Background: an optimization exercise with open tools, aiming at small area. Do not read the settings as production practice. Function was checked by simulation only, so behaviour that the tests miss may differ from the original. Power figures rest on the tool's default switching activity, not on a simulated workload.

File: config.mk
export PLATFORM = sky130hd
export DESIGN_NAME = calc_top
export DESIGN_NICKNAME = calc_top
export VERILOG_FILES = /design/flow/design.v
export SDC_FILE = /design/flow/constraint.sdc
export NUM_CORES = 4
export LEC_CHECK = 0
export ABC_AREA = 1
export CAP_MARGIN = 5
export CORE_MARGIN = 2
export CORE_UTILIZATION = 55
export CTS_BUF_LIST = sky130_fd_sc_hd__clkbuf_8
export GPL_TIMING_DRIVEN = 0
export SLEW_MARGIN = 5
export SYNTH_HIERARCHICAL = 1
File: constraint.sdc
create_clock -name core_clock -period 12.0 [get_ports {clk}]
set_input_delay 2.4000 -clock core_clock [delete_from_list [all_inputs] [get_ports {clk}]]
set_output_delay 2.4000 -clock core_clock [all_outputs]
set_load 0.01 [all_outputs]
File: design.v
module hex2seg (
   input [3:0] number,            
   output reg [6:0] pattern );    
   always @ (number)
      case(number)
         4'h0:  pattern = 7'b0000001;   
         4'h1:  pattern = 7'b1001111;   
         4'h2:  pattern = 7'b0010010;
         4'h3:  pattern = 7'b0000110;
         4'h4:  pattern = 7'b1001100;
         4'h5:  pattern = 7'b0100100;
         4'h6:  pattern = 7'b0100000;
         4'h7:  pattern = 7'b0001111;
         4'h8:  pattern = 7'b0000000;
         4'h9:  pattern = 7'b0000100;
         4'hA:  pattern = 7'b0001000;
         4'hB:  pattern = 7'b1100000;
         4'hC:  pattern = 7'b0110001;
         4'hD:  pattern = 7'b1000010;
         4'hE:  pattern = 7'b0110000;
         4'hF:  pattern = 7'b0111000;   
      endcase   
endmodule 
module DisplayInterface(
    input [15:0] value,
    input [9:0] count10,
    input [1:0] count2,
    output [9:0] next10,
    output at_zero,
    output [7:0] digit,
    output [7:0] segment
    );
    wire low_zero = ~|count10[8:0];
    assign at_zero = low_zero & ~count10[9];
    assign next10 = {count10[8:0], count10[9] ^ count10[6] ^ low_zero};
    reg [3:0] hex_value;
    always @*
        case (count2)
          2'b00: hex_value = value[3:0];
          2'b01: hex_value = value[7:4];
          2'b10: hex_value = value[11:8];
          2'b11: hex_value = value[15:12];
        endcase
    assign digit = {4'b1111, ~(count2 == 2'b11), ~(count2 == 2'b10),
                    ~(count2 == 2'b01), ~(count2 == 2'b00)};
    wire [6:0] hex_pattern;
    hex2seg part_seg(.number(hex_value), .pattern(hex_pattern));
    assign segment = {hex_pattern, 1'b1};
endmodule
module myCalc(
    input [16:0] X,
    input [16:0] Y,
    input [1:0] OP,
    input [4:0] keycode,
    input newkey,
    input rst,
    output reg [16:0] nextX,
    output [16:0] nextY,
    output [1:0] nextOP,
    output OVW
    );
    wire sub = ~(OP[1] & OP[0]);
    wire b1 = Y[0] | OP[1];
    wire b2 = Y[1] & ~Y[0] & ~OP[1];
    wire b3 = Y[1] | OP[1];
    wire l4 = X[0] & b1;
    wire l5 = b3 & ~l4;
    wire p6 = ((X[1] & b1) | (X[0] & b2)) ^ b3;
    wire p7 = ((X[2] & b1) | (X[1] & b2)) ^ b3;
    wire p8 = ((X[3] & b1) | (X[2] & b2)) ^ b3;
    wire p9 = ((X[4] & b1) | (X[3] & b2)) ^ b3;
    wire p10 = ((X[5] & b1) | (X[4] & b2)) ^ b3;
    wire p11 = ((X[6] & b1) | (X[5] & b2)) ^ b3;
    wire p12 = ((X[7] & b1) | (X[6] & b2)) ^ b3;
    wire p13 = ((X[8] & b1) | (X[7] & b2)) ^ b3;
    wire p14 = ((X[9] & b1) | (X[8] & b2)) ^ b3;
    wire p15 = ((X[10] & b1) | (X[9] & b2)) ^ b3;
    wire p16 = ((X[11] & b1) | (X[10] & b2)) ^ b3;
    wire p17 = ((X[12] & b1) | (X[11] & b2)) ^ b3;
    wire p18 = ((X[13] & b1) | (X[12] & b2)) ^ b3;
    wire p19 = ((X[14] & b1) | (X[13] & b2)) ^ b3;
    wire p20 = ((X[15] & b1) | (X[14] & b2)) ^ b3;
    wire p21 = ((X[16] & b1) | (X[15] & b2)) ^ b3;
    wire p22 = ((X[16] & b1) | (X[16] & b2)) ^ b3;
    wire b23 = (Y[2] ^ Y[1]) & ~OP[1];
    wire b24 = ((Y[3] & ~Y[2] & ~Y[1]) | (~Y[3] & Y[2] & Y[1])) & ~OP[1];
    wire l25 = X[0] & b23;
    wire l26 = Y[3] & ~l25;
    wire p27 = ((X[1] & b23) | (X[0] & b24)) ^ Y[3];
    wire p28 = ((X[2] & b23) | (X[1] & b24)) ^ Y[3];
    wire p29 = ((X[3] & b23) | (X[2] & b24)) ^ Y[3];
    wire p30 = ((X[4] & b23) | (X[3] & b24)) ^ Y[3];
    wire p31 = ((X[5] & b23) | (X[4] & b24)) ^ Y[3];
    wire p32 = ((X[6] & b23) | (X[5] & b24)) ^ Y[3];
    wire p33 = ((X[7] & b23) | (X[6] & b24)) ^ Y[3];
    wire p34 = ((X[8] & b23) | (X[7] & b24)) ^ Y[3];
    wire p35 = ((X[9] & b23) | (X[8] & b24)) ^ Y[3];
    wire p36 = ((X[10] & b23) | (X[9] & b24)) ^ Y[3];
    wire p37 = ((X[11] & b23) | (X[10] & b24)) ^ Y[3];
    wire p38 = ((X[12] & b23) | (X[11] & b24)) ^ Y[3];
    wire p39 = ((X[13] & b23) | (X[12] & b24)) ^ Y[3];
    wire p40 = ((X[14] & b23) | (X[13] & b24)) ^ Y[3];
    wire p41 = ((X[15] & b23) | (X[14] & b24)) ^ Y[3];
    wire b42 = (Y[4] ^ Y[3]) & ~OP[1];
    wire b43 = ((Y[5] & ~Y[4] & ~Y[3]) | (~Y[5] & Y[4] & Y[3])) & ~OP[1];
    wire l44 = X[0] & b42;
    wire l45 = Y[5] & ~l44;
    wire p46 = ((X[1] & b42) | (X[0] & b43)) ^ Y[5];
    wire p47 = ((X[2] & b42) | (X[1] & b43)) ^ Y[5];
    wire p48 = ((X[3] & b42) | (X[2] & b43)) ^ Y[5];
    wire p49 = ((X[4] & b42) | (X[3] & b43)) ^ Y[5];
    wire p50 = ((X[5] & b42) | (X[4] & b43)) ^ Y[5];
    wire p51 = ((X[6] & b42) | (X[5] & b43)) ^ Y[5];
    wire p52 = ((X[7] & b42) | (X[6] & b43)) ^ Y[5];
    wire p53 = ((X[8] & b42) | (X[7] & b43)) ^ Y[5];
    wire p54 = ((X[9] & b42) | (X[8] & b43)) ^ Y[5];
    wire p55 = ((X[10] & b42) | (X[9] & b43)) ^ Y[5];
    wire p56 = ((X[11] & b42) | (X[10] & b43)) ^ Y[5];
    wire p57 = ((X[12] & b42) | (X[11] & b43)) ^ Y[5];
    wire p58 = ((X[13] & b42) | (X[12] & b43)) ^ Y[5];
    wire b59 = (Y[6] ^ Y[5]) & ~OP[1];
    wire b60 = ((Y[7] & ~Y[6] & ~Y[5]) | (~Y[7] & Y[6] & Y[5])) & ~OP[1];
    wire l61 = X[0] & b59;
    wire l62 = Y[7] & ~l61;
    wire p63 = ((X[1] & b59) | (X[0] & b60)) ^ Y[7];
    wire p64 = ((X[2] & b59) | (X[1] & b60)) ^ Y[7];
    wire p65 = ((X[3] & b59) | (X[2] & b60)) ^ Y[7];
    wire p66 = ((X[4] & b59) | (X[3] & b60)) ^ Y[7];
    wire p67 = ((X[5] & b59) | (X[4] & b60)) ^ Y[7];
    wire p68 = ((X[6] & b59) | (X[5] & b60)) ^ Y[7];
    wire p69 = ((X[7] & b59) | (X[6] & b60)) ^ Y[7];
    wire p70 = ((X[8] & b59) | (X[7] & b60)) ^ Y[7];
    wire p71 = ((X[9] & b59) | (X[8] & b60)) ^ Y[7];
    wire p72 = ((X[10] & b59) | (X[9] & b60)) ^ Y[7];
    wire p73 = ((X[11] & b59) | (X[10] & b60)) ^ Y[7];
    wire b74 = (Y[8] ^ Y[7]) & ~OP[1];
    wire b75 = ((Y[9] & ~Y[8] & ~Y[7]) | (~Y[9] & Y[8] & Y[7])) & ~OP[1];
    wire l76 = X[0] & b74;
    wire l77 = Y[9] & ~l76;
    wire p78 = ((X[1] & b74) | (X[0] & b75)) ^ Y[9];
    wire p79 = ((X[2] & b74) | (X[1] & b75)) ^ Y[9];
    wire p80 = ((X[3] & b74) | (X[2] & b75)) ^ Y[9];
    wire p81 = ((X[4] & b74) | (X[3] & b75)) ^ Y[9];
    wire p82 = ((X[5] & b74) | (X[4] & b75)) ^ Y[9];
    wire p83 = ((X[6] & b74) | (X[5] & b75)) ^ Y[9];
    wire p84 = ((X[7] & b74) | (X[6] & b75)) ^ Y[9];
    wire p85 = ((X[8] & b74) | (X[7] & b75)) ^ Y[9];
    wire p86 = ((X[9] & b74) | (X[8] & b75)) ^ Y[9];
    wire b87 = (Y[10] ^ Y[9]) & ~OP[1];
    wire b88 = ((Y[11] & ~Y[10] & ~Y[9]) | (~Y[11] & Y[10] & Y[9])) & ~OP[1];
    wire l89 = X[0] & b87;
    wire l90 = Y[11] & ~l89;
    wire p91 = ((X[1] & b87) | (X[0] & b88)) ^ Y[11];
    wire p92 = ((X[2] & b87) | (X[1] & b88)) ^ Y[11];
    wire p93 = ((X[3] & b87) | (X[2] & b88)) ^ Y[11];
    wire p94 = ((X[4] & b87) | (X[3] & b88)) ^ Y[11];
    wire p95 = ((X[5] & b87) | (X[4] & b88)) ^ Y[11];
    wire p96 = ((X[6] & b87) | (X[5] & b88)) ^ Y[11];
    wire p97 = ((X[7] & b87) | (X[6] & b88)) ^ Y[11];
    wire b98 = (Y[12] ^ Y[11]) & ~OP[1];
    wire b99 = ((Y[13] & ~Y[12] & ~Y[11]) | (~Y[13] & Y[12] & Y[11])) & ~OP[1];
    wire l100 = X[0] & b98;
    wire l101 = Y[13] & ~l100;
    wire p102 = ((X[1] & b98) | (X[0] & b99)) ^ Y[13];
    wire p103 = ((X[2] & b98) | (X[1] & b99)) ^ Y[13];
    wire p104 = ((X[3] & b98) | (X[2] & b99)) ^ Y[13];
    wire p105 = ((X[4] & b98) | (X[3] & b99)) ^ Y[13];
    wire p106 = ((X[5] & b98) | (X[4] & b99)) ^ Y[13];
    wire b107 = (Y[14] ^ Y[13]) & ~OP[1];
    wire b108 = ((Y[15] & ~Y[14] & ~Y[13]) | (~Y[15] & Y[14] & Y[13])) & ~OP[1];
    wire l109 = X[0] & b107;
    wire l110 = Y[15] & ~l109;
    wire p111 = ((X[1] & b107) | (X[0] & b108)) ^ Y[15];
    wire p112 = ((X[2] & b107) | (X[1] & b108)) ^ Y[15];
    wire p113 = ((X[3] & b107) | (X[2] & b108)) ^ Y[15];
    wire b114 = (Y[16] ^ Y[15]) & ~OP[1];
    wire b115 = ((Y[16] & ~Y[16] & ~Y[15]) | (~Y[16] & Y[16] & Y[15])) & ~OP[1];
    wire l116 = X[0] & b114;
    wire l117 = Y[16] & ~l116;
    wire p118 = ((X[1] & b114) | (X[0] & b115)) ^ Y[16];
    wire ha119_0, ha119_1;
    ha u119 (l5, p6, ha119_0, ha119_1);
    wire fa120_0, fa120_1;
    fa u120 (l25, p7, ha119_1, fa120_0, fa120_1);
    wire fa121_0, fa121_1;
    fa u121 (l26, p8, p27, fa121_0, fa121_1);
    wire ha122_0, ha122_1;
    ha u122 (fa120_1, fa121_0, ha122_0, ha122_1);
    wire fa123_0, fa123_1;
    fa u123 (l44, p9, p28, fa123_0, fa123_1);
    wire fa124_0, fa124_1;
    fa u124 (fa121_1, fa123_0, ha122_1, fa124_0, fa124_1);
    wire fa125_0, fa125_1;
    fa u125 (l45, p10, p29, fa125_0, fa125_1);
    wire fa126_0, fa126_1;
    fa u126 (p46, fa123_1, fa125_0, fa126_0, fa126_1);
    wire ha127_0, ha127_1;
    ha u127 (fa124_1, fa126_0, ha127_0, ha127_1);
    wire fa128_0, fa128_1;
    fa u128 (l61, p11, p30, fa128_0, fa128_1);
    wire fa129_0, fa129_1;
    fa u129 (p47, fa125_1, fa128_0, fa129_0, fa129_1);
    wire fa130_0, fa130_1;
    fa u130 (fa126_1, fa129_0, ha127_1, fa130_0, fa130_1);
    wire fa131_0, fa131_1;
    fa u131 (l62, p12, p31, fa131_0, fa131_1);
    wire fa132_0, fa132_1;
    fa u132 (p48, p63, fa128_1, fa132_0, fa132_1);
    wire fa133_0, fa133_1;
    fa u133 (fa131_0, fa132_0, fa129_1, fa133_0, fa133_1);
    wire ha134_0, ha134_1;
    ha u134 (fa130_1, fa133_0, ha134_0, ha134_1);
    wire fa135_0, fa135_1;
    fa u135 (l76, p13, p32, fa135_0, fa135_1);
    wire fa136_0, fa136_1;
    fa u136 (p49, p64, fa131_1, fa136_0, fa136_1);
    wire fa137_0, fa137_1;
    fa u137 (fa135_0, fa132_1, fa136_0, fa137_0, fa137_1);
    wire fa138_0, fa138_1;
    fa u138 (fa133_1, fa137_0, ha134_1, fa138_0, fa138_1);
    wire fa139_0, fa139_1;
    fa u139 (l77, p14, p33, fa139_0, fa139_1);
    wire fa140_0, fa140_1;
    fa u140 (p50, p65, p78, fa140_0, fa140_1);
    wire fa141_0, fa141_1;
    fa u141 (fa135_1, fa139_0, fa140_0, fa141_0, fa141_1);
    wire fa142_0, fa142_1;
    fa u142 (fa136_1, fa141_0, fa137_1, fa142_0, fa142_1);
    wire ha143_0, ha143_1;
    ha u143 (fa138_1, fa142_0, ha143_0, ha143_1);
    wire fa144_0, fa144_1;
    fa u144 (l89, p15, p34, fa144_0, fa144_1);
    wire fa145_0, fa145_1;
    fa u145 (p51, p66, p79, fa145_0, fa145_1);
    wire fa146_0, fa146_1;
    fa u146 (fa139_1, fa140_1, fa144_0, fa146_0, fa146_1);
    wire fa147_0, fa147_1;
    fa u147 (fa145_0, fa141_1, fa146_0, fa147_0, fa147_1);
    wire fa148_0, fa148_1;
    fa u148 (fa147_0, fa142_1, ha143_1, fa148_0, fa148_1);
    wire fa149_0, fa149_1;
    fa u149 (l90, p16, p35, fa149_0, fa149_1);
    wire fa150_0, fa150_1;
    fa u150 (p52, p67, p80, fa150_0, fa150_1);
    wire fa151_0, fa151_1;
    fa u151 (p91, fa144_1, fa145_1, fa151_0, fa151_1);
    wire fa152_0, fa152_1;
    fa u152 (fa149_0, fa150_0, fa151_0, fa152_0, fa152_1);
    wire fa153_0, fa153_1;
    fa u153 (fa146_1, fa147_1, fa152_0, fa153_0, fa153_1);
    wire ha154_0, ha154_1;
    ha u154 (fa148_1, fa153_0, ha154_0, ha154_1);
    wire fa155_0, fa155_1;
    fa u155 (l100, p17, p36, fa155_0, fa155_1);
    wire fa156_0, fa156_1;
    fa u156 (p53, p68, p81, fa156_0, fa156_1);
    wire fa157_0, fa157_1;
    fa u157 (p92, fa149_1, fa150_1, fa157_0, fa157_1);
    wire fa158_0, fa158_1;
    fa u158 (fa155_0, fa156_0, fa151_1, fa158_0, fa158_1);
    wire fa159_0, fa159_1;
    fa u159 (fa157_0, fa152_1, fa158_0, fa159_0, fa159_1);
    wire fa160_0, fa160_1;
    fa u160 (fa153_1, fa159_0, ha154_1, fa160_0, fa160_1);
    wire fa161_0, fa161_1;
    fa u161 (l101, p18, p37, fa161_0, fa161_1);
    wire fa162_0, fa162_1;
    fa u162 (p54, p69, p82, fa162_0, fa162_1);
    wire fa163_0, fa163_1;
    fa u163 (p93, p102, fa155_1, fa163_0, fa163_1);
    wire fa164_0, fa164_1;
    fa u164 (fa156_1, fa161_0, fa162_0, fa164_0, fa164_1);
    wire fa165_0, fa165_1;
    fa u165 (fa157_1, fa163_0, fa164_0, fa165_0, fa165_1);
    wire fa166_0, fa166_1;
    fa u166 (fa158_1, fa165_0, fa159_1, fa166_0, fa166_1);
    wire ha167_0, ha167_1;
    ha u167 (fa160_1, fa166_0, ha167_0, ha167_1);
    wire fa168_0, fa168_1;
    fa u168 (l109, p19, p38, fa168_0, fa168_1);
    wire fa169_0, fa169_1;
    fa u169 (p55, p70, p83, fa169_0, fa169_1);
    wire fa170_0, fa170_1;
    fa u170 (p94, p103, fa161_1, fa170_0, fa170_1);
    wire fa171_0, fa171_1;
    fa u171 (fa162_1, fa168_0, fa169_0, fa171_0, fa171_1);
    wire fa172_0, fa172_1;
    fa u172 (fa163_1, fa170_0, fa164_1, fa172_0, fa172_1);
    wire fa173_0, fa173_1;
    fa u173 (fa171_0, fa165_1, fa172_0, fa173_0, fa173_1);
    wire fa174_0, fa174_1;
    fa u174 (fa173_0, fa166_1, ha167_1, fa174_0, fa174_1);
    wire fa175_0, fa175_1;
    fa u175 (l110, p20, p39, fa175_0, fa175_1);
    wire fa176_0, fa176_1;
    fa u176 (p56, p71, p84, fa176_0, fa176_1);
    wire fa177_0, fa177_1;
    fa u177 (p95, p104, p111, fa177_0, fa177_1);
    wire fa178_0, fa178_1;
    fa u178 (fa168_1, fa169_1, fa175_0, fa178_0, fa178_1);
    wire fa179_0, fa179_1;
    fa u179 (fa176_0, fa177_0, fa170_1, fa179_0, fa179_1);
    wire fa180_0, fa180_1;
    fa u180 (fa171_1, fa178_0, fa172_1, fa180_0, fa180_1);
    wire fa181_0, fa181_1;
    fa u181 (fa179_0, fa173_1, fa180_0, fa181_0, fa181_1);
    wire ha182_0, ha182_1;
    ha u182 (fa174_1, fa181_0, ha182_0, ha182_1);
    wire fa183_0, fa183_1;
    fa u183 (l116, p21, p40, fa183_0, fa183_1);
    wire fa184_0, fa184_1;
    fa u184 (p57, p72, p85, fa184_0, fa184_1);
    wire fa185_0, fa185_1;
    fa u185 (p96, p105, p112, fa185_0, fa185_1);
    wire fa186_0, fa186_1;
    fa u186 (fa175_1, fa176_1, fa177_1, fa186_0, fa186_1);
    wire fa187_0, fa187_1;
    fa u187 (fa183_0, fa184_0, fa185_0, fa187_0, fa187_1);
    wire fa188_0, fa188_1;
    fa u188 (fa186_0, fa178_1, fa187_0, fa188_0, fa188_1);
    wire fa189_0, fa189_1;
    fa u189 (fa179_1, fa188_0, fa180_1, fa189_0, fa189_1);
    wire fa190_0, fa190_1;
    fa u190 (fa181_1, fa189_0, ha182_1, fa190_0, fa190_1);
    wire x191 = l117 ^ p22;
    wire x192 = p41 ^ p58;
    wire x193 = p73 ^ p86;
    wire x194 = p97 ^ p106;
    wire x195 = p113 ^ p118;
    wire x196 = x191 ^ x192;
    wire x197 = x193 ^ x194;
    wire x198 = x195 ^ fa183_1;
    wire x199 = fa184_1 ^ fa185_1;
    wire x200 = x196 ^ x197;
    wire x201 = x198 ^ x199;
    wire x202 = x200 ^ fa186_1;
    wire x203 = fa187_1 ^ x201;
    wire x204 = x202 ^ x203;
    wire x205 = fa188_1 ^ x204;
    wire x206 = x205 ^ fa189_1;
    wire x207 = x206 ^ fa190_1;
    wire d208 = X[1] & ~X[0];
    wire q209 = X[0] & X[1];
    wire q210 = ~(X[0] & X[2]);
    wire d211 = X[2] & ~X[1];
    wire q212 = X[1] & X[2];
    wire q213 = X[0] & X[3];
    wire q214 = ~(X[0] & X[4]);
    wire q215 = ~(X[1] & X[3]);
    wire d216 = X[3] & ~X[2];
    wire q217 = X[2] & X[3];
    wire q218 = X[0] & X[5];
    wire q219 = X[1] & X[4];
    wire q220 = ~(X[0] & X[6]);
    wire q221 = ~(X[1] & X[5]);
    wire q222 = ~(X[2] & X[4]);
    wire d223 = X[4] & ~X[3];
    wire q224 = X[3] & X[4];
    wire q225 = X[0] & X[7];
    wire q226 = X[1] & X[6];
    wire q227 = X[2] & X[5];
    wire q228 = ~(X[0] & X[8]);
    wire q229 = ~(X[1] & X[7]);
    wire q230 = ~(X[2] & X[6]);
    wire q231 = ~(X[3] & X[5]);
    wire d232 = X[5] & ~X[4];
    wire q233 = X[4] & X[5];
    wire q234 = X[0] & X[9];
    wire q235 = X[1] & X[8];
    wire q236 = X[2] & X[7];
    wire q237 = X[3] & X[6];
    wire q238 = ~(X[0] & X[10]);
    wire q239 = ~(X[1] & X[9]);
    wire q240 = ~(X[2] & X[8]);
    wire q241 = ~(X[3] & X[7]);
    wire q242 = ~(X[4] & X[6]);
    wire d243 = X[6] & ~X[5];
    wire q244 = X[5] & X[6];
    wire q245 = X[0] & X[11];
    wire q246 = X[1] & X[10];
    wire q247 = X[2] & X[9];
    wire q248 = X[3] & X[8];
    wire q249 = X[4] & X[7];
    wire q250 = ~(X[0] & X[12]);
    wire q251 = ~(X[1] & X[11]);
    wire q252 = ~(X[2] & X[10]);
    wire q253 = ~(X[3] & X[9]);
    wire q254 = ~(X[4] & X[8]);
    wire q255 = ~(X[5] & X[7]);
    wire d256 = X[7] & ~X[6];
    wire q257 = X[6] & X[7];
    wire q258 = X[0] & X[13];
    wire q259 = X[1] & X[12];
    wire q260 = X[2] & X[11];
    wire q261 = X[3] & X[10];
    wire q262 = X[4] & X[9];
    wire q263 = X[5] & X[8];
    wire q264 = ~(X[0] & X[14]);
    wire q265 = ~(X[1] & X[13]);
    wire q266 = ~(X[2] & X[12]);
    wire q267 = ~(X[3] & X[11]);
    wire q268 = ~(X[4] & X[10]);
    wire q269 = ~(X[5] & X[9]);
    wire q270 = ~(X[6] & X[8]);
    wire d271 = X[8] & ~X[7];
    wire q272 = X[7] & X[8];
    wire q273 = X[0] & X[15];
    wire q274 = X[1] & X[14];
    wire q275 = X[2] & X[13];
    wire q276 = X[3] & X[12];
    wire q277 = X[4] & X[11];
    wire q278 = X[5] & X[10];
    wire q279 = X[6] & X[9];
    wire q280 = ~(X[0] & X[16]);
    wire q281 = ~(X[1] & X[15]);
    wire q282 = ~(X[2] & X[14]);
    wire q283 = ~(X[3] & X[13]);
    wire q284 = ~(X[4] & X[12]);
    wire q285 = ~(X[5] & X[11]);
    wire q286 = ~(X[6] & X[10]);
    wire q287 = ~(X[7] & X[9]);
    wire xnor2m288_0;
    xnor2m u288 (q209, q210, xnor2m288_0);
    wire andnm289_0;
    andnm u289 (q209, q210, andnm289_0);
    wire fa290_0, fa290_1;
    fa u290 (d211, q213, andnm289_0, fa290_0, fa290_1);
    wire i291 = ~q215;
    wire fa292_0, fa292_1;
    fa u292 (q212, i291, fa290_1, fa292_0, fa292_1);
    wire xnor2m293_0;
    xnor2m u293 (fa292_0, q214, xnor2m293_0);
    wire andnm294_0;
    andnm u294 (fa292_0, q214, andnm294_0);
    wire fa295_0, fa295_1;
    fa u295 (d216, q218, q219, fa295_0, fa295_1);
    wire fa296_0, fa296_1;
    fa u296 (fa295_0, fa292_1, andnm294_0, fa296_0, fa296_1);
    wire fa297_0, fa297_1;
    fa u297 (q220, q221, q222, fa297_0, fa297_1);
    wire fa298_0, fa298_1;
    fa u298 (q217, fa295_1, fa296_1, fa298_0, fa298_1);
    wire xnor2m299_0;
    xnor2m u299 (fa298_0, fa297_0, xnor2m299_0);
    wire andnm300_0;
    andnm u300 (fa298_0, fa297_0, andnm300_0);
    wire fa301_0, fa301_1;
    fa u301 (d223, q225, q226, fa301_0, fa301_1);
    wire fa302_0, fa302_1;
    fa u302 (q227, fa301_0, fa298_1, fa302_0, fa302_1);
    wire i303 = ~fa297_1;
    wire fa304_0, fa304_1;
    fa u304 (i303, andnm300_0, fa302_0, fa304_0, fa304_1);
    wire fa305_0, fa305_1;
    fa u305 (q228, q229, q230, fa305_0, fa305_1);
    wire fa306_0, fa306_1;
    fa u306 (q224, fa301_1, fa302_1, fa306_0, fa306_1);
    wire i307 = ~fa305_0;
    wire fa308_0, fa308_1;
    fa u308 (i307, fa304_1, fa306_0, fa308_0, fa308_1);
    wire xnor2m309_0;
    xnor2m u309 (fa308_0, q231, xnor2m309_0);
    wire andnm310_0;
    andnm u310 (fa308_0, q231, andnm310_0);
    wire fa311_0, fa311_1;
    fa u311 (d232, q234, q235, fa311_0, fa311_1);
    wire fa312_0, fa312_1;
    fa u312 (q236, q237, fa311_0, fa312_0, fa312_1);
    wire fa313_0, fa313_1;
    fa u313 (fa312_0, fa306_1, fa308_1, fa313_0, fa313_1);
    wire i314 = ~fa305_1;
    wire fa315_0, fa315_1;
    fa u315 (i314, andnm310_0, fa313_0, fa315_0, fa315_1);
    wire fa316_0, fa316_1;
    fa u316 (q238, q239, q240, fa316_0, fa316_1);
    wire fa317_0, fa317_1;
    fa u317 (q241, q242, fa316_0, fa317_0, fa317_1);
    wire fa318_0, fa318_1;
    fa u318 (q233, fa311_1, fa312_1, fa318_0, fa318_1);
    wire fa319_0, fa319_1;
    fa u319 (fa318_0, fa313_1, fa315_1, fa319_0, fa319_1);
    wire xnor2m320_0;
    xnor2m u320 (fa319_0, fa317_0, xnor2m320_0);
    wire andnm321_0;
    andnm u321 (fa319_0, fa317_0, andnm321_0);
    wire fa322_0, fa322_1;
    fa u322 (d243, q245, q246, fa322_0, fa322_1);
    wire fa323_0, fa323_1;
    fa u323 (q247, q248, q249, fa323_0, fa323_1);
    wire fa324_0, fa324_1;
    fa u324 (fa322_0, fa323_0, fa318_1, fa324_0, fa324_1);
    wire fa325_0, fa325_1;
    fa u325 (fa324_0, fa319_1, andnm321_0, fa325_0, fa325_1);
    wire i326 = ~fa325_0;
    wire fa327_0, fa327_1;
    fa u327 (fa316_1, fa317_1, i326, fa327_0, fa327_1);
    wire fa328_0, fa328_1;
    fa u328 (q250, q251, q252, fa328_0, fa328_1);
    wire fa329_0, fa329_1;
    fa u329 (q253, q254, q255, fa329_0, fa329_1);
    wire fa330_0, fa330_1;
    fa u330 (q244, fa322_1, fa323_1, fa330_0, fa330_1);
    wire fa331_0, fa331_1;
    fa u331 (fa330_0, fa324_1, fa325_1, fa331_0, fa331_1);
    wire fa332_0, fa332_1;
    fa u332 (fa328_0, fa329_0, fa327_1, fa332_0, fa332_1);
    wire xnor2m333_0;
    xnor2m u333 (fa331_0, fa332_0, xnor2m333_0);
    wire andnm334_0;
    andnm u334 (fa331_0, fa332_0, andnm334_0);
    wire fa335_0, fa335_1;
    fa u335 (d256, q258, q259, fa335_0, fa335_1);
    wire fa336_0, fa336_1;
    fa u336 (q260, q261, q262, fa336_0, fa336_1);
    wire fa337_0, fa337_1;
    fa u337 (q263, fa335_0, fa336_0, fa337_0, fa337_1);
    wire fa338_0, fa338_1;
    fa u338 (fa330_1, fa337_0, fa331_1, fa338_0, fa338_1);
    wire fa339_0, fa339_1;
    fa u339 (fa328_1, fa329_1, fa332_1, fa339_0, fa339_1);
    wire i340 = ~fa339_0;
    wire fa341_0, fa341_1;
    fa u341 (fa338_0, andnm334_0, i340, fa341_0, fa341_1);
    wire fa342_0, fa342_1;
    fa u342 (q264, q265, q266, fa342_0, fa342_1);
    wire fa343_0, fa343_1;
    fa u343 (q267, q268, q269, fa343_0, fa343_1);
    wire fa344_0, fa344_1;
    fa u344 (q257, fa335_1, fa336_1, fa344_0, fa344_1);
    wire fa345_0, fa345_1;
    fa u345 (q270, fa342_0, fa343_0, fa345_0, fa345_1);
    wire fa346_0, fa346_1;
    fa u346 (fa337_1, fa344_0, fa338_1, fa346_0, fa346_1);
    wire i347 = ~fa339_1;
    wire fa348_0, fa348_1;
    fa u348 (fa346_0, i347, fa341_1, fa348_0, fa348_1);
    wire xnor2m349_0;
    xnor2m u349 (fa348_0, fa345_0, xnor2m349_0);
    wire andnm350_0;
    andnm u350 (fa348_0, fa345_0, andnm350_0);
    wire fa351_0, fa351_1;
    fa u351 (d271, q273, q274, fa351_0, fa351_1);
    wire fa352_0, fa352_1;
    fa u352 (q275, q276, q277, fa352_0, fa352_1);
    wire fa353_0, fa353_1;
    fa u353 (q278, q279, fa351_0, fa353_0, fa353_1);
    wire fa354_0, fa354_1;
    fa u354 (fa342_1, fa343_1, fa345_1, fa354_0, fa354_1);
    wire fa355_0, fa355_1;
    fa u355 (fa352_0, fa344_1, fa353_0, fa355_0, fa355_1);
    wire fa356_0, fa356_1;
    fa u356 (fa355_0, fa346_1, fa348_1, fa356_0, fa356_1);
    wire i357 = ~fa354_0;
    wire fa358_0, fa358_1;
    fa u358 (i357, andnm350_0, fa356_0, fa358_0, fa358_1);
    wire x359 = q272 ^ q280;
    wire x360 = q281 ^ q282;
    wire x361 = q283 ^ q284;
    wire x362 = q285 ^ q286;
    wire x363 = q287 ^ x359;
    wire x364 = x360 ^ x361;
    wire x365 = x362 ^ fa351_1;
    wire x366 = fa352_1 ^ x363;
    wire x367 = x364 ^ x365;
    wire x368 = x366 ^ fa353_1;
    wire x369 = x367 ^ x368;
    wire x370 = fa354_1 ^ fa355_1;
    wire x371 = x369 ^ x370;
    wire x372 = x371 ^ fa356_1;
    wire x373 = x372 ^ fa358_1;
    wire a374 = Y[0] & OP[1];
    wire a375 = X[0] ^ sub;
    wire a376 = Y[1] & OP[1];
    wire a377 = X[1] ^ sub;
    wire a378 = Y[2] & OP[1];
    wire a379 = X[2] ^ sub;
    wire a380 = Y[3] & OP[1];
    wire a381 = X[3] ^ sub;
    wire a382 = Y[4] & OP[1];
    wire a383 = X[4] ^ sub;
    wire a384 = Y[5] & OP[1];
    wire a385 = X[5] ^ sub;
    wire a386 = Y[6] & OP[1];
    wire a387 = X[6] ^ sub;
    wire a388 = Y[7] & OP[1];
    wire a389 = X[7] ^ sub;
    wire a390 = Y[8] & OP[1];
    wire a391 = X[8] ^ sub;
    wire a392 = Y[9] & OP[1];
    wire a393 = X[9] ^ sub;
    wire a394 = Y[10] & OP[1];
    wire a395 = X[10] ^ sub;
    wire a396 = Y[11] & OP[1];
    wire a397 = X[11] ^ sub;
    wire a398 = Y[12] & OP[1];
    wire a399 = X[12] ^ sub;
    wire a400 = Y[13] & OP[1];
    wire a401 = X[13] ^ sub;
    wire a402 = Y[14] & OP[1];
    wire a403 = X[14] ^ sub;
    wire a404 = Y[15] & OP[1];
    wire a405 = X[15] ^ sub;
    wire a406 = Y[16] & OP[1];
    wire a407 = X[16] ^ sub;
    wire a408 = Y[16] & OP[1];
    wire a409 = X[16] ^ sub;
    wire fa410_0, fa410_1;
    fa u410 (sub, a374, a375, fa410_0, fa410_1);
    wire fa411_0, fa411_1;
    fa u411 (a376, a377, fa410_1, fa411_0, fa411_1);
    wire fa412_0, fa412_1;
    fa u412 (a378, a379, fa411_1, fa412_0, fa412_1);
    wire fa413_0, fa413_1;
    fa u413 (a380, a381, fa412_1, fa413_0, fa413_1);
    wire fa414_0, fa414_1;
    fa u414 (a382, a383, fa413_1, fa414_0, fa414_1);
    wire fa415_0, fa415_1;
    fa u415 (a384, a385, fa414_1, fa415_0, fa415_1);
    wire fa416_0, fa416_1;
    fa u416 (a386, a387, fa415_1, fa416_0, fa416_1);
    wire fa417_0, fa417_1;
    fa u417 (a388, a389, fa416_1, fa417_0, fa417_1);
    wire fa418_0, fa418_1;
    fa u418 (a390, a391, fa417_1, fa418_0, fa418_1);
    wire fa419_0, fa419_1;
    fa u419 (a392, a393, fa418_1, fa419_0, fa419_1);
    wire fa420_0, fa420_1;
    fa u420 (a394, a395, fa419_1, fa420_0, fa420_1);
    wire fa421_0, fa421_1;
    fa u421 (a396, a397, fa420_1, fa421_0, fa421_1);
    wire fa422_0, fa422_1;
    fa u422 (a398, a399, fa421_1, fa422_0, fa422_1);
    wire fa423_0, fa423_1;
    fa u423 (a400, a401, fa422_1, fa423_0, fa423_1);
    wire fa424_0, fa424_1;
    fa u424 (a402, a403, fa423_1, fa424_0, fa424_1);
    wire fa425_0, fa425_1;
    fa u425 (a404, a405, fa424_1, fa425_0, fa425_1);
    wire fa426_0, fa426_1;
    fa u426 (a406, a407, fa425_1, fa426_0, fa426_1);
    wire x427 = a408 ^ a409;
    wire x428 = x427 ^ fa426_1;
    wire [17:0] P = {x207, fa190_0, ha182_0, fa174_0, ha167_0, fa160_0, ha154_0, fa148_0, ha143_0, fa138_0, ha134_0, fa130_0, ha127_0, fa124_0, ha122_0, fa120_0, ha119_0, l4};    
    wire [17:0] S = {~x373, fa358_0, xnor2m349_0, fa341_0, xnor2m333_0, ~fa327_0, xnor2m320_0, fa315_0, xnor2m309_0, fa304_0, xnor2m299_0, fa296_0, xnor2m293_0, fa290_0, xnor2m288_0, d208, 1'b0, X[0]};    
    wire [17:0] A = {x428, fa426_0, fa425_0, fa424_0, fa423_0, fa422_0, fa421_0, fa420_0, fa419_0, fa418_0, fa417_0, fa416_0, fa415_0, fa414_0, fa413_0, fa412_0, fa411_0, fa410_0};    
    wire key     = newkey & ~rst;
    wire k_digit = key & keycode[4];
    wire k_op    = key & (keycode[4:2] == 3'b010);
    wire k_ce    = key & (keycode == 5'b01100);
    wire k_ca    = key & (keycode == 5'b00100);
    wire k_eq    = key & (keycode == 5'b00011);
    wire k_sqr   = key & (keycode == 5'b00001);
    wire k_neg   = key & (keycode == 5'b00010);
    wire op_mul = (OP == 2'b01);
    wire sel_shift = k_digit;
    wire sel_a = (k_eq & OP[1]) | (k_neg & ~OP[1]);
    wire sel_p = (k_eq & op_mul) | (k_neg & OP[1]);
    wire sel_s = k_sqr;
    wire sel_x = ~(rst | k_digit | k_op | k_ce | k_ca | k_sqr | k_neg | (k_eq & (OP != 2'b00)));
    wire [16:0] shifted = {X[12:0], keycode[3:0]};
    wire [16:0] pick3_n, pick2_n;
    genvar b;
    generate for (b = 0; b < 17; b = b + 1) begin : pick
        ao222_n p3 (sel_shift, shifted[b], sel_a, A[b], sel_p, P[b], pick3_n[b]);
        ao22_n p2 (sel_s, S[b], sel_x, X[b], pick2_n[b]);
    end endgenerate
    always @* nextX = ~(pick3_n & pick2_n);
    wire hold_y = ~(rst | k_op | k_ca);
    assign nextY = ({17{k_op}} & X) | ({17{hold_y}} & Y);
    assign nextOP = ({2{k_op}} & keycode[1:0]) | ({2{hold_y}} & OP);
    assign OVW = (OP[1] & A[17]) | (op_mul & P[17]) | (k_sqr & S[17]);
endmodule
module fa(input a, input b, input c, output s, output co);
    assign s = a ^ b ^ c;
    assign co = (a & b) | (a & c) | (b & c);
endmodule
module ha(input a, input b, output s, output co);
    assign s = a ^ b;
    assign co = a & b;
endmodule
module xor2m(input a, input b, output y);
    assign y = a ^ b;
endmodule
module nor2m(input a, input b, output y);
    assign y = ~(a | b);
endmodule
module xnor2m(input a, input b, output y);
    assign y = ~(a ^ b);
endmodule
module or2m(input a, input b, output y);
    assign y = a | b;
endmodule
module ornm(input a, input b, output y);
    assign y = a | ~b;
endmodule
module andnm(input a, input b, output y);
    assign y = a & ~b;
endmodule
module ao222_n(input a1, input b1, input a2, input b2, input a3, input b3, output y);
    assign y = ~((a1 & b1) | (a2 & b2) | (a3 & b3));
endmodule
module ao22_n(input a1, input b1, input a2, input b2, output y);
    assign y = ~((a1 & b1) | (a2 & b2));
endmodule
module calc_top(
        input clk,               
        input rst,               
        input [4:0] keycode,     
        input newkey,            
        output [15:0] calcOut,   
        output [7:0] digit,      
        output [7:0] segment,    
        output NEG_LED,
        output OVW_LED
        );
    reg [16:0] X, Y;         
    reg [1:0] OP;            
    reg [9:0] count10;       
    reg [1:0] count2;        
    wire [16:0] nextX, nextY;
    wire [1:0] nextOP;
    myCalc calculator (
        .X(X), .Y(Y), .OP(OP),
        .keycode(keycode), .newkey(newkey), .rst(rst),
        .nextX(nextX), .nextY(nextY), .nextOP(nextOP),
        .OVW(OVW_LED)
        );
    always @(posedge clk) begin
        X <= nextX;
        Y <= nextY;
        OP <= nextOP;
    end
    assign calcOut = X[15:0];
    assign NEG_LED = X[16];
    wire [9:0] next10;
    wire at_zero;
    DisplayInterface display (
        .value(X[15:0]), .count10(count10), .count2(count2),
        .next10(next10), .at_zero(at_zero),
        .digit(digit), .segment(segment)
        );
    always @(posedge clk or posedge rst)
        if (rst) count10 <= 10'b0;
        else count10 <= next10;
    always @(posedge clk or posedge rst)
        if (rst) count2 <= 2'b0;
        else if (at_zero) count2 <= count2 + 2'b1;
endmodule
File: flow/run.sh
#!/bin/bash
# The standard synthesis (kept as std_synth.v for reference), the same
# synthesis without its final flatten (hier/), the combinational logic mapped
# again for area by flow/post.ys, a check that the registers are the standard
# synthesis's, then the standard layout from floorplan to finish.
set -euo pipefail
W=$(pwd)
P=$FLOW_PLATFORM
R=$W/orfs/results/$P/calc_top/base
H=$W/hier/results/$P/calc_top/base
LIB=$FLOW_HOME/platforms/$P/lib/sky130_fd_sc_hd__tt_025C_1v80.lib
bash standard.sh synth > $W/synth.log 2>&1
cp $R/1_2_yosys.v $W/std_synth.v
sed -e "s#WORK_HOME=[^ ]*#WORK_HOME=$W/hier#" -e "s#SYNTH_SCRIPT=[^ ]*#SYNTH_SCRIPT=$W/flow/hier_synth.tcl#" \
    -e '/^if \[\[/,$d' standard.sh > $W/hier.sh
bash $W/hier.sh $H/1_2_yosys.v > $W/hier_synth.log 2>&1
sed -e "s#@LIB@#$LIB#g" -e "s#@IN@#$H/1_2_yosys.v#" -e "s#@OUT@#$R/1_2_yosys.v#" -e "s#@W@#$W#" \
    -e "s#@CELLS@#$W/flow/cells.v#" flow/post.ys > $W/post_run.ys
yosys -s $W/post_run.ys > $W/post_yosys.log 2>&1
python3 flow/check_regs.py $W/std_synth.v $R/1_2_yosys.v > $W/check_regs.log 2>&1
bash standard.sh BUFFER_PORTS_ARGS="-buffer_cell sky130_fd_sc_hd__buf_1" finish > $W/layout.log 2>&1
File: flow/cells.v
// The design's ao222_n and ao22_n modules, each as the one library cell
// with that function.
module ao222_n(input a1, input b1, input a2, input b2, input a3, input b3, output y);
    (* keep_hierarchy *) sky130_fd_sc_hd__a222oi_1 cell (.A1(a1), .A2(b1), .B1(a2), .B2(b2), .C1(a3), .C2(b3), .Y(y));
endmodule

module ao22_n(input a1, input b1, input a2, input b2, output y);
    (* keep_hierarchy *) sky130_fd_sc_hd__a22oi_1 cell (.A1(a1), .A2(b1), .B1(a2), .B2(b2), .Y(y));
endmodule
File: flow/check_regs.py
#!/usr/bin/env python3
"""Checks that two netlists have the same registers: the same instance names,
each in the same cell type (drive strength aside)."""
import re, sys

def regs(path):
    t = open(path).read()
    out = {}
    for typ, name in re.findall(r'\b(sky130_fd_sc_hd__(?:df|edf|sdf|dl)\w*?)_\d+\s+(\S+)\s*\(', t):
        out[name.lstrip('\\')] = typ
    return out

a, b = regs(sys.argv[1]), regs(sys.argv[2])
print(f'{len(a)} registers in {sys.argv[1]}, {len(b)} in {sys.argv[2]}')
bad = sorted(set(a) ^ set(b)) + sorted(n for n in set(a) & set(b) if a[n] != b[n])
for n in bad:
    print('mismatch:', n, a.get(n), b.get(n))
sys.exit(1 if bad else 0)
File: flow/hier_synth.tcl
# synth_recipe.tcl (the standard synthesis) without its final flatten: the
# netlist keeps the design's modules, so post.ys can map some of them itself.
proc synth {args} { yosys synth -nofsm -noshare {*}$args }
source $::env(SCRIPTS_DIR)/synth.tcl
# left out here: clear keep_hierarchy, clean up, hide names made inside functions, write 1_2_yosys.v
File: flow/post.ys
# Re-map the synthesis netlist (the standard synthesis without its final
# flatten). The modules ao222_n and ao22_n become their library cells
# (flow/cells.v); registers, full adders and tie cells are kept as they are;
# every other cell is turned back into logic and mapped again by ABC for
# area, as one flat netlist.
read_liberty -ignore_miss_func -ignore_miss_dir @LIB@
read_verilog @IN@
delete ao222_n ao22_n
read_verilog @CELLS@
hierarchy -top calc_top
setattr -mod -set keep_hierarchy 1 sky130_fd_sc_hd__fa_* sky130_fd_sc_hd__df* sky130_fd_sc_hd__edf* sky130_fd_sc_hd__sdf* sky130_fd_sc_hd__dl* sky130_fd_sc_hd__conb_1
flatten
select -module calc_top
techmap
opt -fast
abc -liberty @LIB@ -dont_use sky130_fd_sc_hd__lpflow_bleeder_1 -dont_use sky130_fd_sc_hd__lpflow_clkbufkapwr_1 -dont_use sky130_fd_sc_hd__lpflow_clkbufkapwr_16 -dont_use sky130_fd_sc_hd__lpflow_clkbufkapwr_2 -dont_use sky130_fd_sc_hd__lpflow_clkbufkapwr_4 -dont_use sky130_fd_sc_hd__lpflow_clkbufkapwr_8 -dont_use sky130_fd_sc_hd__lpflow_clkinvkapwr_1 -dont_use sky130_fd_sc_hd__lpflow_clkinvkapwr_16 -dont_use sky130_fd_sc_hd__lpflow_clkinvkapwr_2 -dont_use sky130_fd_sc_hd__lpflow_clkinvkapwr_4 -dont_use sky130_fd_sc_hd__lpflow_clkinvkapwr_8 -dont_use sky130_fd_sc_hd__lpflow_decapkapwr_12 -dont_use sky130_fd_sc_hd__lpflow_decapkapwr_3 -dont_use sky130_fd_sc_hd__lpflow_decapkapwr_4 -dont_use sky130_fd_sc_hd__lpflow_decapkapwr_6 -dont_use sky130_fd_sc_hd__lpflow_decapkapwr_8 -dont_use sky130_fd_sc_hd__lpflow_inputiso0n_1 -dont_use sky130_fd_sc_hd__lpflow_inputiso0p_1 -dont_use sky130_fd_sc_hd__lpflow_inputiso1n_1 -dont_use sky130_fd_sc_hd__lpflow_inputiso1p_1 -dont_use sky130_fd_sc_hd__lpflow_inputisolatch_1 -dont_use sky130_fd_sc_hd__lpflow_isobufsrc_1 -dont_use sky130_fd_sc_hd__lpflow_isobufsrc_16 -dont_use sky130_fd_sc_hd__lpflow_isobufsrc_2 -dont_use sky130_fd_sc_hd__lpflow_isobufsrc_4 -dont_use sky130_fd_sc_hd__lpflow_isobufsrc_8 -dont_use sky130_fd_sc_hd__lpflow_isobufsrckapwr_16 -dont_use sky130_fd_sc_hd__lpflow_lsbuf_lh_hl_isowell_tap_1 -dont_use sky130_fd_sc_hd__lpflow_lsbuf_lh_hl_isowell_tap_2 -dont_use sky130_fd_sc_hd__lpflow_lsbuf_lh_hl_isowell_tap_4 -dont_use sky130_fd_sc_hd__lpflow_lsbuf_lh_isowell_4 -dont_use sky130_fd_sc_hd__lpflow_lsbuf_lh_isowell_tap_1 -dont_use sky130_fd_sc_hd__lpflow_lsbuf_lh_isowell_tap_2 -dont_use sky130_fd_sc_hd__lpflow_lsbuf_lh_isowell_tap_4 -dont_use sky130_fd_sc_hd__probe_p_8 -dont_use sky130_fd_sc_hd__probec_p_8  -script "+strash; dch -f; amap; topo"
opt_clean -purge
hilomap -singleton -hicell sky130_fd_sc_hd__conb_1 HI -locell sky130_fd_sc_hd__conb_1 LO
splitnets
opt_clean -purge
select -clear
tee -o @W@/post_stat.txt stat -liberty @LIB@
select calc_top
write_verilog -noattr -noexpr -nohex -nodec -selected @OUT@
File: standard.sh
#!/bin/bash
# synth_recipe.tcl (not shown) runs the flow's synth.tcl, then flattens the netlist and writes it again
# the make line also repeats each setting of config.mk as NAME=value (left out here)
make -C /OpenROAD-flow-scripts/flow DESIGN_CONFIG=/design/flow/config.mk WORK_HOME=/design/flow/orfs CLKGATE_MAP_FILE= SYNTH_SCRIPT=/design/flow/synth_recipe.tcl "${@:-finish}"
==> metrics.md <==
| Metric | Value |
|---|---|
| Vias in the first global route | ~7,700 |
| Number of fill cells | approximately 1,200 |
| Final instance area | 0.007851 mm² |
| Startpoint types | flip-flop |
| Worst Hold Class | reg2reg |
| DRC errors left | 0 |
| First-pass GRT wire length | approximately 40,000 µm |
| R2R cell count | 22 |
| Clk_skew | 18.69 ps |
| Site Rows | just over 40 |
| CP dominant cell by count | fa_2 |
| Placed Instance Area | 0.007561 mm² |
| Wire per inst | roughly 22 µm |
| DP HPWL | 16,440 µm |
| Area of the core | roughly 0.013 mm² |
| Cts hold-fix bufs | 0 |
| Final setup violation count | 1 |
| Aggregate global-route resource usage | about 36% |
| CTS tree | done |
| Final Hold Viols | 0 |
| Share of layout cells above drive strength 1 | between 6 and 7% |
| Area growth syn-to-layout | 10.48% |
| Fmax | roughly 83 MHz |
| Hold Startpoint | count10[4] |
| IO Port Bufs | 36 |
| Multi-input logic area | ~0.006 mm² |
| Total negative slack | -68.20 ps |
| Num CTS Buffers | 5 |
| P per Cell Area | between 40 and 50 mW/mm² |
| Arr. time, crit path | 9670 ps |
| Via density | ~6.6 |
| DR iter-0 viols | between 800 and 900 |
| Final slew viol count | 0 |
| CTS HTree Levels | 2 |
| Synth Instances | between 800 and 900 |
| Total power draw | about 380 µW |
| Worst-Margin Slew | 1399 ps |
| Fin worst setup slack | -68.20 ps |
| Mapped Area | around 0.007 mm² |
| Crit path required time | between 9000 and 10,000 ps |
| Worst path slowest cell | fa_1 |
| Clock latency on the worst-skew pair | 330 ps |
| Clock sinks | 48 |
| CP Class | reg2out |
| Syn_area_per_cell | 8.012 µm² |
| Setup crit end kind | output port |
| Register Area | slightly above 0.001 mm² |
| Die area | 0.01385 mm² |
| Outcome | failed layout checks |
| WL final | about 24,000 µm |
| RePlAce Congestion | roughly 0.89 |
| Grt total ovfl | 0 |
| Die Width | 117.7 µm |
| Hold depth | 0 |
| Clk root buf | clkbuf_8 |
| I/O pins | between 40 and 50 |
| Reg2Reg Launch Point | OP[1] |
| Final net count | between 1,000 and 1,500 |
| Starting Density | 56.32% |
| Yosys warns | 10 |
| Iteration count of the initial detailed-routing pass | 9 |
| Final period util | 100.6% |
| Peak VDD IR | approximately 42 µV |
| CP Max Fanout | 3 |
| Slowest cell delay on critical path | about 500 ps |
| Largest net degree at the start of global routing | 35 |
| Antenna violations before repair | 0 |
| CTS Buffer Depth | 2 |
| MaxCap Viol Count | 0 |
| Period minus WS final | 12,070 ps |
| Leakage | between 0.002 and 0.003 µW |
| DRT antenna net count | 0 |
| Placed Cells incl. Taps | 1,104 |
| Worst setup path start | X[1] |
| SO Viols | negative setup slack |
| Cell Count, Final, Fillers Out | roughly 1,100 |
| Vias | 7,413 |
| Worst-path clk slew | about 100 ps |
| # diodes | 0 |
| RSZ-0062 raised after global routing | true |
| Relative slew margins | under 10% |
| Die extent in y | around 120 µm |
==> through the flow <==
stage,hold WS [ps],util [%],setup WS [ps]
floorplan,354.0,-,5.338
global placement,360.5,59.34,-1349
detailed placement,365.2,59.91,-1638
CTS,385.1,62.04,-82.92
global route,402.2,62.21,-473.4
finish,385.4,62.21,-68.20
==> per-layer routing <==
layer	vias up	wire length [µm]	share of wire, %	global-route usage, %
met2	444	11590	48	59.19
met4	0	967	4.0	15.96
met1	3570	9272	38	45.54
met5	-	0	0	0
li1	3314	-	-	-
met3	85	2416	10	7.510
==> layout make-up <==
class,instances,area share [%]
Tap cell,172,2.741
Clock inverter,2,0.1753
Sequential cell,48,13.24
Multi-Input combinational cell,764,74.88
Clock buffer,6,1.052
Timing Repair inverter,3,0.3347
Inverter,79,4.685
Timing Repair Buffer,47,2.884
==> flip-flops by register name, summed over array words and instances (netlist names) <==
signal	flops
count2	2
OP	2
count10	10
X	17
Y	17
==> worst paths after layout <==
path	end	slack, ps
setup reg to reg	X[16]	2860
hold reg to reg	count10[5]	390
max in group asynchronous	count10[5]	9660
setup / recovery	OVW_LED	-70
hold / removal	count10[5]	390
min in group asynchronous	count10[6]	2040
==> worst max-delay path: cells and delay by family (launching register included) <==
family | cells | cell delay (ps)
xor+xnor | 1 | 170
simple gates | 5 | 310
fa+ha+maj | 18 | 7150
compound gates | 5 | 640
flops | 1 | 400
buf+inv | 6 | 630
==> where the power goes <==
part / internal (µW) / switching (µW) / total, µW / leakage (µW)
registers: 162 / 6.86 / 169 / 0.000440
clock network: 47.3 / 63.6 / 111 / 0.0000516
logic: 32.4 / 65.2 / 97.6 / 0.00235
total: 241 / 136 / 377 / 0.00284
==> cells in the final DEF (no fill, tap or decap), drive strengths merged, types with 10 or more instances in the layout <==
cell type  count
nor2         150
nand2        133
fa           130
o22ai        127
o21ai         86
clkinv        82
buf           47
a21oi         46
dfxtp         36
a22oi         17
a222oi        17
dfrtp         12
or3           10
o221ai        10
nor3          10
==> what timing repair did <==
item	CTS	global route
pin swaps	3	2
buffers inserted	4	0
endpoints found under the setup margin	1	1
cloned	3	0
resized for setup	40	2

-- afterwards: timing with drivers on the ports --
In the flow no input, the clock included, has a driving cell. The finished layout below was timed again as built, in two steps. Step 1, drivers: a clkbuf_16 drives clk and a buf_2 each remaining input, both assumed. Step 2 adds t to the input delays and takes it off the output delays; t is the mean of the earliest and latest rising clock arrival at the registers after step 1. Input paths then give back, and output paths get back, about the clock's delay inside the block. Slacks: ideal / step 1 / step 2; pairs: ideal / step 1.
t (ns): 0.358
slack for setup (ns): -0.068 / -0.103 / 0.256
worst setup path at the end: register to output
worst slew at a driven data input, ns: 0.03
cell pins on the clock port's net: 1
The setup slack of this run moves by -0.035 ns with the drivers and by +0.324 ns with both steps.
